What follows belongs to an exercise in optimizing a design on an open flow for small area; a production flow would make more cautious choices. Function was checked by simulation only, so behaviour that the tests miss may differ from the original. No activity file was given, so power comes from the tool's default toggle rates.

==> trial 46 <==
Design master_ahb, start of the top module:
module master_ahb(
  input  logic        clk_master,
  input  logic        rst_master,
  input  logic        HREADY,
  input  logic [31:0] HRDATA,
  input  logic [31:0] data_top,
  input  logic        write_top,
  input  logic [3:0]  beat_length,
  input  logic        enb,
  input  logic [31:0] addr_top,
  input  logic        wrap_enb,
  output logic [31:0] HADDR,
  output logic        HWRITE,
  output logic [2:0]  HSIZE,
  output logic [31:0] HWDATA,
  output logic [2:0]  HBURST,
  output logic [1:0]  HTRANS,
  output logic fifo_empty,
  output logic fifo_full
);
==> module master_ahb, before the edit <==
module master_ahb(
  input  logic        clk_master,
  input  logic        rst_master,
  input  logic        HREADY,
  input  logic [31:0] HRDATA,
  input  logic [31:0] data_top,
  input  logic        write_top,
  input  logic [3:0]  beat_length,
  input  logic        enb,
  input  logic [31:0] addr_top,
  input  logic        wrap_enb,
  output logic [31:0] HADDR,
  output logic        HWRITE,
  output logic [2:0]  HSIZE,
  output logic [31:0] HWDATA,
  output logic [2:0]  HBURST,
  output logic [1:0]  HTRANS,
  output logic fifo_empty,
  output logic fifo_full
);
  logic [31:0] mem [0:15];
  logic [4:0]  fifo_count;    
  logic [3:0]  hw_ptr;        
  logic        hw_valid;      
  logic        st_addr, st_data;   
  logic        burst;              
  logic [1:0]  count;              
  logic push, pop, empty, shift, start;
  assign empty = (fifo_count == 5'd0);
  assign push  = write_top && !fifo_count[4];
  assign pop   = st_data && HREADY && !empty;
  assign start = !st_addr && !st_data && enb && HREADY && !empty &&
                 ((beat_length == 4'd1 && !wrap_enb) || beat_length == 4'd4);
  assign shift = push || empty;
  assign fifo_empty = empty;
  assign fifo_full  = fifo_count[4] || (fifo_count[3:0] == 4'hF);
  always_ff @(posedge clk_master) begin
    if (shift) begin
      mem[0] <= data_top;
      for (int i = 1; i < 16; i++) mem[i] <= mem[i-1];
    end
  end
  always_ff @(posedge clk_master) begin
    if (empty) hw_ptr <= 4'd0;
    else       hw_ptr <= fifo_count[3:0] - 4'd1 + {3'b0, push};
  end
  always_ff @(posedge clk_master or posedge rst_master) begin
    if (rst_master) begin
      fifo_count <= 5'd0;
      hw_valid   <= 1'b0;
      st_addr    <= 1'b0;
      st_data    <= 1'b0;
      burst      <= 1'b0;
      count      <= 2'd0;
      HADDR      <= 32'h0;
      HTRANS     <= 2'b00;
    end else begin
      if (push && !pop)      fifo_count <= fifo_count + 5'd1;
      else if (pop && !push) fifo_count <= fifo_count - 5'd1;
      hw_valid <= st_data && (!empty || !burst);
      HTRANS[1] <= st_addr || st_data;
      HTRANS[0] <= st_data && burst;
      if (start) begin
        burst <= (beat_length == 4'd4);
        HADDR <= addr_top;
        count <= 2'd0;
      end else if (!st_addr && !st_data) begin
        burst <= 1'b0;
      end
      st_addr <= start;
      if (st_addr)
        st_data <= 1'b1;
      else if (st_data && HREADY && (!burst || count == 2'd3))
        st_data <= 1'b0;
      if (st_data && HREADY && burst) begin
        count <= count + 2'd1;
        if (wrap_enb && HADDR[3:0] == 4'hC)
          HADDR[3:2] <= 2'b00;
        else
          HADDR[31:2] <= HADDR[31:2] + 30'd1;
      end
    end
  end
  logic [15:0] rsel;
  always_comb begin
    for (int i = 0; i < 16; i++) rsel[i] = hw_valid && (hw_ptr == i[3:0]);
  end
  always_comb begin
    HWDATA = 32'h0;
    for (int i = 0; i < 16; i++) HWDATA = HWDATA | (mem[i] & {32{rsel[i]}});
  end
  assign HWRITE = st_addr || HTRANS[1];
  assign HSIZE  = 3'b010;
  assign HBURST = {1'b0, burst, burst};
endmodule
==> flow/config.mk <==
export PLATFORM = sky130hd
export DESIGN_NAME = master_ahb
export DESIGN_NICKNAME = master_ahb
export VERILOG_FILES = /design/flow/design.v
export SDC_FILE = /design/flow/constraint.sdc
export NUM_CORES = 4
export LEC_CHECK = 0
export CAP_MARGIN = 20
export CORE_MARGIN = 2
export CORE_UTILIZATION = 60
export PLACE_DENSITY = 0.6
export SLEW_MARGIN = 20
==> flow/constraint.sdc <==
create_clock -name core_clock -period 5.0 [get_ports {clk_master}]
set_input_delay 1.0000 -clock core_clock [delete_from_list [all_inputs] [get_ports {clk_master}]]
set_output_delay 1.0000 -clock core_clock [all_outputs]
set_load 0.01 [all_outputs]
standard.sh (not shown) runs the stock make flow with config.mk's settings and CLKGATE_MAP_FILE= SYNTH_SCRIPT=/design/flow/synth_recipe.tcl, a recipe that flattens the netlist after the stock synthesis.
==> flow/flow/run.sh <==
#!/bin/bash
# The standard layout (standard.sh) with these changes:
#  - after the standard synthesis, its combinational cells are re-mapped for
#    area (flow/remap.tcl; registers untouched);
#  - port buffers use the smallest buffer (buf_1);
#  - clock tree synthesis without dummy loads, with small clkbuf_4 clusters.
# Each tool's output goes to a log file in this folder (and ORFS's own logs
# under orfs/logs).
set -euo pipefail
cd "$(dirname "$0")/.."
W=$PWD
export BUFFER_PORTS_ARGS="-buffer_cell sky130_fd_sc_hd__buf_1"
export CTS_ARGS="-sink_clustering_enable -repair_clock_nets -dont_use_dummy_load -buf_list sky130_fd_sc_hd__clkbuf_4 -sink_clustering_size 10 -sink_clustering_max_diameter 40"

# 1. standard synthesis, unchanged
bash standard.sh synth > flow_synth.log 2>&1

# 2. re-map the combinational logic
R=$W/orfs/results/$FLOW_PLATFORM/master_ahb/base
cp "$R/1_2_yosys.v" "$W/standard_synth.v"
YOSYS=yosys
if [[ -x "$FLOW_HOME/../tools/install/yosys/bin/yosys" ]]; then YOSYS="$FLOW_HOME/../tools/install/yosys/bin/yosys"; fi
export REMAP_LIB="$FLOW_HOME/platforms/$FLOW_PLATFORM/lib/sky130_fd_sc_hd__tt_025C_1v80.lib"
export REMAP_DONT_USE="$(sed -n '/DONT_USE_CELLS/,/^$/p' "$FLOW_HOME/platforms/$FLOW_PLATFORM/config.mk" | grep -o 'sky130_fd_sc_hd__[a-z0-9_]*' | tr '\n' ' ')"
export REMAP_IN="$W/standard_synth.v" REMAP_OUT="$W/remapped.v" REMAP_DIR="$W" REMAP_SCRIPT="$W/flow/remap.abc"
"$YOSYS" -c "$W/flow/remap.tcl" > remap_yosys.log 2>&1
cp "$W/remapped.v" "$R/1_2_yosys.v"
sleep 1
touch "$R/1_2_yosys.v"

# 3. the rest of the standard layout, from the re-mapped netlist
bash standard.sh finish > flow_finish.log 2>&1
==> flow/flow/remap.abc <==
strash
&get -n
&fraig -x
&put
scorr
dc2
strash
&get -n
&dch -f
&nf -a -R 1000
&put
==> flow/flow/remap.tcl <==
# Re-map the combinational cells of the standard synthesis netlist for area.
# Flip-flop cells are kept as black boxes, so every register keeps its
# instance name, its cell type and its connections; only the logic between
# registers and ports is re-mapped (ABC, area-oriented), with the platform's
# don't-use cells excluded.
yosys -import
set lib $::env(REMAP_LIB)
read_liberty -ignore_miss_func $lib
blackbox sky130_fd_sc_hd__df* sky130_fd_sc_hd__edf* sky130_fd_sc_hd__sdf* sky130_fd_sc_hd__sedf* sky130_fd_sc_hd__dl* sky130_fd_sc_hd__conb_1
read_verilog $::env(REMAP_IN)
hierarchy -top $::env(FLOW_TOP)
tee -o $::env(REMAP_DIR)/remap_before.txt stat -liberty $lib
flatten
opt -fast
set dont_use {}
foreach c $::env(REMAP_DONT_USE) { lappend dont_use -dont_use $c }
abc -liberty $lib {*}$dont_use -script $::env(REMAP_SCRIPT)
# flatten dropped the cell modules: read them back as black boxes so that
# the checks below know the cells' pin directions
read_liberty -lib -overwrite $lib
# wires named after the flattened cells' pins (cell.pin) get internal names
yosys rename -hide w:*.*
setundef -zero
splitnets
opt_clean -purge
hilomap -singleton -hicell sky130_fd_sc_hd__conb_1 HI -locell sky130_fd_sc_hd__conb_1 LO
insbuf -buf sky130_fd_sc_hd__buf_1 A X
opt_clean -purge
check -assert -mapped
hierarchy -top $::env(FLOW_TOP)
tee -o $::env(REMAP_DIR)/remap_after.txt stat -liberty $lib
write_verilog -noattr -nohex -nodec $::env(REMAP_OUT)
==> inputs of trial 54, as changes to trial 46 <==
CORE_UTILIZATION = 75   (was 60)
PLACE_DENSITY = 0.8   (was 0.6)
==> inputs of build 73, as changes to trial 46 <==
--- a/flow/design.v
+++ b/flow/design.v
@@ -56,2 +56,3 @@
       HADDR      <= 32'h0;
+      HWRITE     <= 1'b0;
       HTRANS     <= 2'b00;
@@ -61,2 +62,3 @@
       hw_valid <= st_data && (!empty || !burst);
+      HWRITE    <= start || st_addr || st_data;
       HTRANS[1] <= st_addr || st_data;
@@ -92,3 +94,2 @@
   end
-  assign HWRITE = st_addr || HTRANS[1];
   assign HSIZE  = 3'b010;
==> flow/run.sh (new file) <==
#!/bin/bash
# synth_recipe.tcl (not shown) runs the flow's synth.tcl, then flattens the netlist and writes it again
# the make line also repeats each setting of config.mk as NAME=value (left out here)
make -C /OpenROAD-flow-scripts/flow DESIGN_CONFIG=/design/flow/config.mk WORK_HOME=/design/flow/orfs CLKGATE_MAP_FILE= SYNTH_SCRIPT=/design/flow/synth_recipe.tcl finish
CORE_UTILIZATION = 40   (was 60)
removed: flow/flow/run.sh
removed: flow/flow/remap.abc
removed: flow/flow/remap.tcl
removed: flow/standard.sh
==> summary of the runs <==
Utilization, lowest first: build 73, trial 46, trial 54.
Clock skew, highest first: trial 54, trial 46, build 73.
In build 73 the combinational power is larger than in trial 54, by 47%.
Against trial 46, the critical path depth of trial 54 is lower by 1.
Between build 73 and trial 54, the lower power is in trial 54 (gap about 30%, measured against trial 54).
Design area, lowest first: trial 54, trial 46, build 73.
In trial 54 the via count is lower than in build 73, by about 5%.
Of trial 46 and build 73, build 73 has the higher area after synthesis (gap 5.1%, measured against build 73).
Hold slack: trial 54 is worse than build 73 (0.063 ns).
Of build 73 and trial 46, build 73 has the higher synthesized cell count (gap about 20%, measured against trial 46).
==> figures <==
item                                                              trial 54                 trial 46                 build 73
Worst setup margin                                               0.7382 ns                0.7220 ns                0.3313 ns
Post-layout instance count excluding filler cells                     1665                     1779                     2220
Number of non-clock inverters in the layout                              6                        6                       15
Largest stage delay on the critical path                           0.82 ns                  0.64 ns                  0.91 ns
Critical Path AT                                                   3.26 ns                  3.28 ns                  3.67 ns
Net total in the final layout                                         1437                     1443                     1600
Most utilized layer in the global route result                        met1                     met1                     met2
Post-Route Hold Slack                                            0.3640 ns                0.3891 ns                0.4271 ns
Fraction of power consumed by combinational cells                    0.105                    0.105                    0.117
Util after Layout                                                   0.8394                   0.6771                   0.4890
Wire length of the first global-routing pass                 67830 microns            68340 microns            77130 microns
Core region area                                               26130 sq um              32700 sq um              52450 sq um
Number of rows created at floorplan                                     59                       66                       84
Post-DR wirelength/cell                                      26.89 microns            25.14 microns            23.15 microns
Min Clock Period, post-route                                      4.262 ns                 4.278 ns                 4.669 ns
Met3 capacity usage during global routing                          0.07351                  0.05028                  0.04304
Result of the run                                  complete, no violations  complete, no violations  complete, no violations
Synthesized area per cell                                      18.44 sq um              18.44 sq um              16.12 sq um
Total global routing track utilization                              0.3228                   0.2578                   0.1872
Area taken by multi-input logic gates                           3573 sq um               3573 sq um               4324 sq um
Net switching component of the power                              3.146 mW                 3.113 mW                 3.964 mW
Wire length reported by the detailed router                  44770 microns            44730 microns            51380 microns

afterwards: timing with drivers on the ports:
The results above use ideal ports. As a check the final layouts listed here were re-extracted and re-timed, cells and wires unchanged. Step 1 (the two cells are an assumption about what drives the block):
set clk [get_ports {clk_master}]
set_driving_cell -lib_cell sky130_fd_sc_hd__clkbuf_16 $clk
set_driving_cell -lib_cell sky130_fd_sc_hd__buf_2 [delete_from_list [all_inputs] $clk]
Step 2 moves the port delays by t, midway between the first and last clock arrival at a register: inputs arrive t later, outputs are due t later. That takes back most of the time a late clock gives input paths. Slacks: ideal / step 1 / step 2; pairs: ideal / step 1.
| run | t (ns) | slack for setup (ns) | worst setup path after step 2 | latest minus earliest clock arrival (ns) | worst slew at a driven data input, ns |
|---|---|---|---|---|---|
| trial 46 | 0.742 | 0.722 / 0.675 / 1.150 | input to register | 0.066 / 0.065 | 0.07 |
| trial 54 | 0.733 | 0.738 / 0.689 / 1.135 | input to register | 0.106 / 0.107 | 0.10 |
| build 73 | 0.667 | 0.331 / 0.274 / 0.942 | register to output | 0.051 / 0.051 | 0.08 |
After both steps setup and hold are still met in every run listed.
